Context: an optimization exercise on an open-source flow, tuned for small area and a short achievable clock period. The choices shown serve that exercise and are no tape-out recipe. At most, simulation tests tie the RTL to the original design; equivalence was not proved. Power and IR drop assume default switching activity.

==> flow/design.v <==
module cpu8(clk,rst,IR,Data_in,PC,MW_out,Address,Data_out,R0d,R1d,R2d,R3d,R4d,R5d,R6d,R7d);
input clk,rst;
input [15:0] IR;
input [7:0] Data_in;
output [7:0] PC;
output MW_out;
output [7:0] Address,Data_out,R0d,R1d,R2d,R3d,R4d,R5d,R6d,R7d;
reg [7:0] PC;
reg [7:0] R0d,R1d,R2d,R3d,R4d,R5d,R6d,R7d;
wire [2:0] DA = IR[8:6];
wire [2:0] AA = IR[5:3];
wire [2:0] BA = IR[2:0];
wire MB = IR[15];
wire MD = IR[13];
wire RW = ~IR[14];
wire MW = IR[14] & ~IR[15];
wire PL = IR[14] & IR[15];
wire JB = IR[13];
wire BC = IR[9];
wire [3:0] FS = {IR[12:10], ~PL & IR[9]};
reg [7:0] A, Bd;
always @(*) begin
	case (AA)
	3'd0: A = R0d; 3'd1: A = R1d; 3'd2: A = R2d; 3'd3: A = R3d;
	3'd4: A = R4d; 3'd5: A = R5d; 3'd6: A = R6d; default: A = R7d;
	endcase
	case (BA)
	3'd0: Bd = R0d; 3'd1: Bd = R1d; 3'd2: Bd = R2d; 3'd3: Bd = R3d;
	3'd4: Bd = R4d; 3'd5: Bd = R5d; 3'd6: Bd = R6d; default: Bd = R7d;
	endcase
end
wire [7:0] B = MB ? {5'b00000, IR[2:0]} : Bd;
wire [7:0] x1, x0;    
genvar gx;
generate for (gx = 0; gx < 8; gx = gx + 1) begin : xs
	if (gx < 3) begin : lo
		wire xk = IR[gx] ? FS[1] : FS[2];    
		assign x1[gx] = MB ? xk : FS[1];
		assign x0[gx] = MB ? xk : FS[2];
	end else begin : hi
		assign x1[gx] = MB ? FS[2] : FS[1];
		assign x0[gx] = FS[2];
	end
end endgenerate
wire [7:0] X = (Bd & x1) | (~Bd & x0);
wire ci = FS[0];
wire [7:0] g = A & X;
wire [7:0] t = A | X;
wire [7:0] G1, T1, G2, T2, G3;
assign G1[0] = g[0] | (t[0] & ci);
assign T1[0] = 1'b0;
generate for (gx = 1; gx < 8; gx = gx + 1) begin : k1
	assign G1[gx] = g[gx] | (t[gx] & g[gx-1]);
	assign T1[gx] = t[gx] & t[gx-1];
end endgenerate
assign G2[0] = G1[0];
assign T2[0] = 1'b0;
assign G2[1] = G1[1] | (T1[1] & ci);
assign T2[1] = 1'b0;
generate for (gx = 2; gx < 8; gx = gx + 1) begin : k2
	assign G2[gx] = G1[gx] | (T1[gx] & G1[gx-2]);
	assign T2[gx] = T1[gx] & T1[gx-2];
end endgenerate
assign G3[1:0] = G2[1:0];
assign G3[3:2] = G2[3:2] | (T2[3:2] & {2{ci}});
generate for (gx = 4; gx < 8; gx = gx + 1) begin : k3
	assign G3[gx] = G2[gx] | (T2[gx] & G2[gx-4]);
end endgenerate
wire [7:0] c = {G3[6:0], ci};          
wire [7:0] S = A ^ (X ^ c);
reg [3:0] tt;
always @(*) begin
	case (FS[1:0])
	2'd0: tt = 4'b1000;    
	2'd1: tt = 4'b1110;    
	2'd2: tt = 4'b0110;    
	default: tt = 4'b0011;  
	endcase
end
wire [7:0] Bs = FS[1] ? (FS[0] ? 8'h00 : {B[6:0], 1'b0}) : (FS[0] ? {1'b0, B[7:1]} : B);
wire [7:0] L;
generate for (gx = 0; gx < 8; gx = gx + 1) begin : lu
	assign L[gx] = FS[2] ? Bs[gx] : tt[{A[gx], B[gx]}];
end endgenerate
wire [7:0] G = FS[3] ? L : S;
wire [7:0] BusD = MD ? Data_in : G;
wire WE = RW & ~rst;
always @(posedge clk) begin
	if (WE && DA == 3'd0) R0d <= BusD;
	if (WE && DA == 3'd1) R1d <= BusD;
	if (WE && DA == 3'd2) R2d <= BusD;
	if (WE && DA == 3'd3) R3d <= BusD;
	if (WE && DA == 3'd4) R4d <= BusD;
	if (WE && DA == 3'd5) R5d <= BusD;
	if (WE && DA == 3'd6) R6d <= BusD;
	if (WE && DA == 3'd7) R7d <= BusD;
end
assign MW_out = MW & ~rst;
assign Address = A;
assign Data_out = B;
wire [2:0] f = IR[12:10];
wire [2:0] K = IR[2:0];
reg [7:0] T8, MC;
always @(*) begin
	case ({f, K})
	6'd0: T8 = 8'h00;
	6'd1: T8 = 8'h00;
	6'd2: T8 = 8'h00;
	6'd3: T8 = 8'h00;
	6'd4: T8 = 8'h00;
	6'd5: T8 = 8'h00;
	6'd6: T8 = 8'h00;
	6'd7: T8 = 8'h00;
	6'd8: T8 = 8'h00;
	6'd9: T8 = 8'hff;
	6'd10: T8 = 8'hfe;
	6'd11: T8 = 8'hfd;
	6'd12: T8 = 8'hfc;
	6'd13: T8 = 8'hfb;
	6'd14: T8 = 8'hfa;
	6'd15: T8 = 8'hf9;
	6'd16: T8 = 8'h01;
	6'd17: T8 = 8'h02;
	6'd18: T8 = 8'h03;
	6'd19: T8 = 8'h04;
	6'd20: T8 = 8'h05;
	6'd21: T8 = 8'h06;
	6'd22: T8 = 8'h07;
	6'd23: T8 = 8'h08;
	6'd24: T8 = 8'h01;
	6'd25: T8 = 8'h01;
	6'd26: T8 = 8'h01;
	6'd27: T8 = 8'h01;
	6'd28: T8 = 8'h01;
	6'd29: T8 = 8'h01;
	6'd30: T8 = 8'h01;
	6'd31: T8 = 8'h01;
	6'd32: T8 = 8'h00;
	6'd33: T8 = 8'h00;
	6'd34: T8 = 8'h00;
	6'd35: T8 = 8'h00;
	6'd36: T8 = 8'h00;
	6'd37: T8 = 8'h00;
	6'd38: T8 = 8'h00;
	6'd39: T8 = 8'h00;
	6'd40: T8 = 8'h00;
	6'd41: T8 = 8'h01;
	6'd42: T8 = 8'h02;
	6'd43: T8 = 8'h03;
	6'd44: T8 = 8'h04;
	6'd45: T8 = 8'h05;
	6'd46: T8 = 8'h06;
	6'd47: T8 = 8'h07;
	6'd48: T8 = 8'h00;
	6'd49: T8 = 8'h00;
	6'd50: T8 = 8'h00;
	6'd51: T8 = 8'h00;
	6'd52: T8 = 8'h00;
	6'd53: T8 = 8'h00;
	6'd54: T8 = 8'h00;
	6'd55: T8 = 8'h00;
	6'd56: T8 = 8'h00;
	6'd57: T8 = 8'h00;
	6'd58: T8 = 8'h00;
	6'd59: T8 = 8'h00;
	6'd60: T8 = 8'h00;
	6'd61: T8 = 8'h00;
	6'd62: T8 = 8'h00;
	6'd63: T8 = 8'h00;
	endcase
	case ({f, K})
	6'd0: MC = 8'hfe;
	6'd1: MC = 8'hfc;
	6'd2: MC = 8'hf8;
	6'd3: MC = 8'hf0;
	6'd4: MC = 8'he0;
	6'd5: MC = 8'hc0;
	6'd6: MC = 8'h80;
	6'd7: MC = 8'h00;
	6'd8: MC = 8'h00;
	6'd9: MC = 8'h80;
	6'd10: MC = 8'hc0;
	6'd11: MC = 8'he0;
	6'd12: MC = 8'hf0;
	6'd13: MC = 8'hf8;
	6'd14: MC = 8'hfc;
	6'd15: MC = 8'hfe;
	6'd16: MC = 8'hfe;
	6'd17: MC = 8'hfc;
	6'd18: MC = 8'hf8;
	6'd19: MC = 8'hf0;
	6'd20: MC = 8'he0;
	6'd21: MC = 8'hc0;
	6'd22: MC = 8'h80;
	6'd23: MC = 8'h00;
	6'd24: MC = 8'hfe;
	6'd25: MC = 8'hfe;
	6'd26: MC = 8'hfe;
	6'd27: MC = 8'hfe;
	6'd28: MC = 8'hfe;
	6'd29: MC = 8'hfe;
	6'd30: MC = 8'hfe;
	6'd31: MC = 8'hfe;
	6'd32: MC = 8'hfe;
	6'd33: MC = 8'hfc;
	6'd34: MC = 8'hf8;
	6'd35: MC = 8'hf0;
	6'd36: MC = 8'he0;
	6'd37: MC = 8'hc0;
	6'd38: MC = 8'h80;
	6'd39: MC = 8'h00;
	6'd40: MC = 8'hfe;
	6'd41: MC = 8'hfe;
	6'd42: MC = 8'hfe;
	6'd43: MC = 8'hfe;
	6'd44: MC = 8'hfe;
	6'd45: MC = 8'hfe;
	6'd46: MC = 8'hfe;
	6'd47: MC = 8'hfe;
	6'd48: MC = 8'hfe;
	6'd49: MC = 8'hfc;
	6'd50: MC = 8'hf8;
	6'd51: MC = 8'hf0;
	6'd52: MC = 8'he0;
	6'd53: MC = 8'hc0;
	6'd54: MC = 8'h80;
	6'd55: MC = 8'h00;
	6'd56: MC = 8'hfe;
	6'd57: MC = 8'hfe;
	6'd58: MC = 8'hfe;
	6'd59: MC = 8'hfe;
	6'd60: MC = 8'hfe;
	6'd61: MC = 8'hfe;
	6'd62: MC = 8'hfe;
	6'd63: MC = 8'hfe;
	endcase
end
wire [7:0] Ad;
genvar gj;
generate for (gj = 0; gj < 8; gj = gj + 1) begin : dec
	assign Ad[gj] = (A[2:0] == gj);
end endgenerate
wire c3 = |(Ad & MC);
wire t0 = ~|A[6:3];
wire t1 = &A[6:3];
wire Zc = (A == T8);
reg Zb, Nb;
always @(*) begin
	case (f)
	3'd0, 3'd5: begin Zb = Zc; Nb = A[7]; end
	3'd1: begin Zb = Zc; Nb = A[7] ^ (c3 & t1); end
	3'd2, 3'd3: begin Zb = Zc; Nb = A[7] ^ (~c3 & t0); end
	3'd4: begin Zb = ((A[2:0] & K) == 3'd0); Nb = 1'b0; end
	default: begin Zb = (K == 3'd0); Nb = 1'b0; end
	endcase
end
wire jump = PL & JB;
wire branch = PL & ~JB & (BC ? Nb : Zb);
wire [7:0] ic;
assign ic[0] = 1'b1;
genvar gi;
generate for (gi = 1; gi < 8; gi = gi + 1) begin : inc
	assign ic[gi] = ic[gi-1] & PC[gi-1];
end endgenerate
wire [7:0] PC_inc = PC ^ ic;
wire [7:0] PC_br = PC + {2'b00, IR[8:6], IR[2:0]};
wire sj = ~rst & jump;
wire sb = ~rst & branch;
wire si = ~rst & ~jump & ~branch;
always @(posedge clk)
	PC <= ({8{sj}} & A) | ({8{sb}} & PC_br) | ({8{si}} & PC_inc);
endmodule
==> flow/config.mk <==
export PLATFORM = sky130hd
export DESIGN_NAME = cpu8
export DESIGN_NICKNAME = cpu8
export VERILOG_FILES = /design/flow/design.v
export SDC_FILE = /design/flow/constraint.sdc
export NUM_CORES = 4
export LEC_CHECK = 0
export CAP_MARGIN = 20
export CORE_MARGIN = 2
export CORE_UTILIZATION = 40
export SETUP_SLACK_MARGIN = 2.5
export SLEW_MARGIN = 20
==> flow/constraint.sdc <==
create_clock -name core_clock -period 7.0 [get_ports {clk}]
set_input_delay 1.4000 -clock core_clock [delete_from_list [all_inputs] [get_ports {clk}]]
set_output_delay 1.4000 -clock core_clock [all_outputs]
set_load 0.01 [all_outputs]
standard.sh (not shown) runs the stock make flow with config.mk's settings and CLKGATE_MAP_FILE= SYNTH_SCRIPT=/design/flow/synth_recipe.tcl, a recipe that flattens the netlist after the stock synthesis.
==> flow/flow/run.sh <==
#!/bin/bash
set -o pipefail
export BUFFER_PORTS_ARGS="-buffer_cell sky130_fd_sc_hd__buf_2"
export POST_GLOBAL_PLACE_TCL=$(pwd)/flow/small_out_bufs.tcl
export CTS_ARGS="-sink_clustering_enable -repair_clock_nets -dont_use_dummy_load -buf_list sky130_fd_sc_hd__clkbuf_8"
bash standard.sh finish > standard.log 2>&1
==> flow/flow/small_out_bufs.tcl <==
# Ports fed straight from registers (R0d..R7d, PC) are not timing-critical:
# give them the smallest buffer instead of the one buffer_ports used.
set db [ord::get_db]
set block [ord::get_db_block]
set small [$db findMaster sky130_fd_sc_hd__buf_1]
set n 0
foreach bt [$block getBTerms] {
  if {![regexp {^(R[0-7]d|PC)\[} [$bt getName]]} { continue }
  set net [$bt getNet]
  if {$net eq "NULL"} { continue }
  foreach it [$net getITerms] {
    if {[$it isOutputSignal]} {
      set inst [$it getInst]
      if {[[$inst getMaster] getName] eq "sky130_fd_sc_hd__buf_2"} { $inst swapMaster $small; incr n }
    }
  }
}
puts "small_out_bufs: $n output buffers resized to buf_1"
Rerun with:
--- a/flow/design.v
+++ b/flow/design.v
@@ -31,42 +31,7 @@
 end
 wire [7:0] B = MB ? {5'b00000, IR[2:0]} : Bd;
-wire [7:0] x1, x0;    
-genvar gx;
-generate for (gx = 0; gx < 8; gx = gx + 1) begin : xs
-	if (gx < 3) begin : lo
-		wire xk = IR[gx] ? FS[1] : FS[2];    
-		assign x1[gx] = MB ? xk : FS[1];
-		assign x0[gx] = MB ? xk : FS[2];
-	end else begin : hi
-		assign x1[gx] = MB ? FS[2] : FS[1];
-		assign x0[gx] = FS[2];
-	end
-end endgenerate
-wire [7:0] X = (Bd & x1) | (~Bd & x0);
-wire ci = FS[0];
-wire [7:0] g = A & X;
-wire [7:0] t = A | X;
-wire [7:0] G1, T1, G2, T2, G3;
-assign G1[0] = g[0] | (t[0] & ci);
-assign T1[0] = 1'b0;
-generate for (gx = 1; gx < 8; gx = gx + 1) begin : k1
-	assign G1[gx] = g[gx] | (t[gx] & g[gx-1]);
-	assign T1[gx] = t[gx] & t[gx-1];
-end endgenerate
-assign G2[0] = G1[0];
-assign T2[0] = 1'b0;
-assign G2[1] = G1[1] | (T1[1] & ci);
-assign T2[1] = 1'b0;
-generate for (gx = 2; gx < 8; gx = gx + 1) begin : k2
-	assign G2[gx] = G1[gx] | (T1[gx] & G1[gx-2]);
-	assign T2[gx] = T1[gx] & T1[gx-2];
-end endgenerate
-assign G3[1:0] = G2[1:0];
-assign G3[3:2] = G2[3:2] | (T2[3:2] & {2{ci}});
-generate for (gx = 4; gx < 8; gx = gx + 1) begin : k3
-	assign G3[gx] = G2[gx] | (T2[gx] & G2[gx-4]);
-end endgenerate
-wire [7:0] c = {G3[6:0], ci};          
-wire [7:0] S = A ^ (X ^ c);
+wire [7:0] X = FS[2] ? (FS[1] ? 8'hFF : ~B) : (FS[1] ? B : 8'h00);
+wire [8:0] S9 = {A, 1'b1} + {X, FS[0]};
+wire [7:0] S = S9[8:1];
 reg [3:0] tt;
 always @(*) begin
@@ -80,6 +45,7 @@
 wire [7:0] Bs = FS[1] ? (FS[0] ? 8'h00 : {B[6:0], 1'b0}) : (FS[0] ? {1'b0, B[7:1]} : B);
 wire [7:0] L;
-generate for (gx = 0; gx < 8; gx = gx + 1) begin : lu
-	assign L[gx] = FS[2] ? Bs[gx] : tt[{A[gx], B[gx]}];
+genvar gl;
+generate for (gl = 0; gl < 8; gl = gl + 1) begin : lu
+	assign L[gl] = FS[2] ? Bs[gl] : tt[{A[gl], B[gl]}];
 end endgenerate
 wire [7:0] G = FS[3] ? L : S;
What happened: First-iteration DRC count grows by 12%. Clock power shrinks by about 4%. Power shrinks by 5.1%. Worst setup slack improved by 0.025 ns. Clock skew grows by 0.0051 ns. Sequential power is about the same. Design area shrinks by 8.4%. Global-route usage shrinks by 2.3 points. Flip-flop and latch count does not change. Final cell count shrinks by about 8%. Register-to-register slack got worse by 0.12 ns. Wire length shrinks by about 16%. Fmax grows by about 0.56%.
No functional check of the RTL was part of the second run of this note.

## re-timing with driven ports
No port has a modelled driver above. Below, the same layouts with a new extraction and two added sets of constraints. Step 1 (the two cells are an assumption about what drives the block):
set clk [get_ports {clk}]
set_driving_cell -lib_cell sky130_fd_sc_hd__clkbuf_16 $clk
set_driving_cell -lib_cell sky130_fd_sc_hd__buf_2 [delete_from_list [all_inputs] $clk]
Step 2 times the ports against the registers' clock, not the clock port: input delays grow and output delays shrink by t, the midpoint of the rising clock arrivals with the driver on. a / b / c = ideal ports / drivers / drivers and shift; a / b = the first two.
run | shift t [ns] | setup WS [ns] | worst setup path at the end
the first run | 0.389 | 2.440 / 2.375 / 2.153 | input to register
the second run | 0.371 | 2.465 / 2.383 / 2.149 | input to register
After both steps setup and hold are still met in every run listed. The setup slack of the second run, which loses most, moves by -0.082 ns with the drivers and by -0.316 ns with both steps.
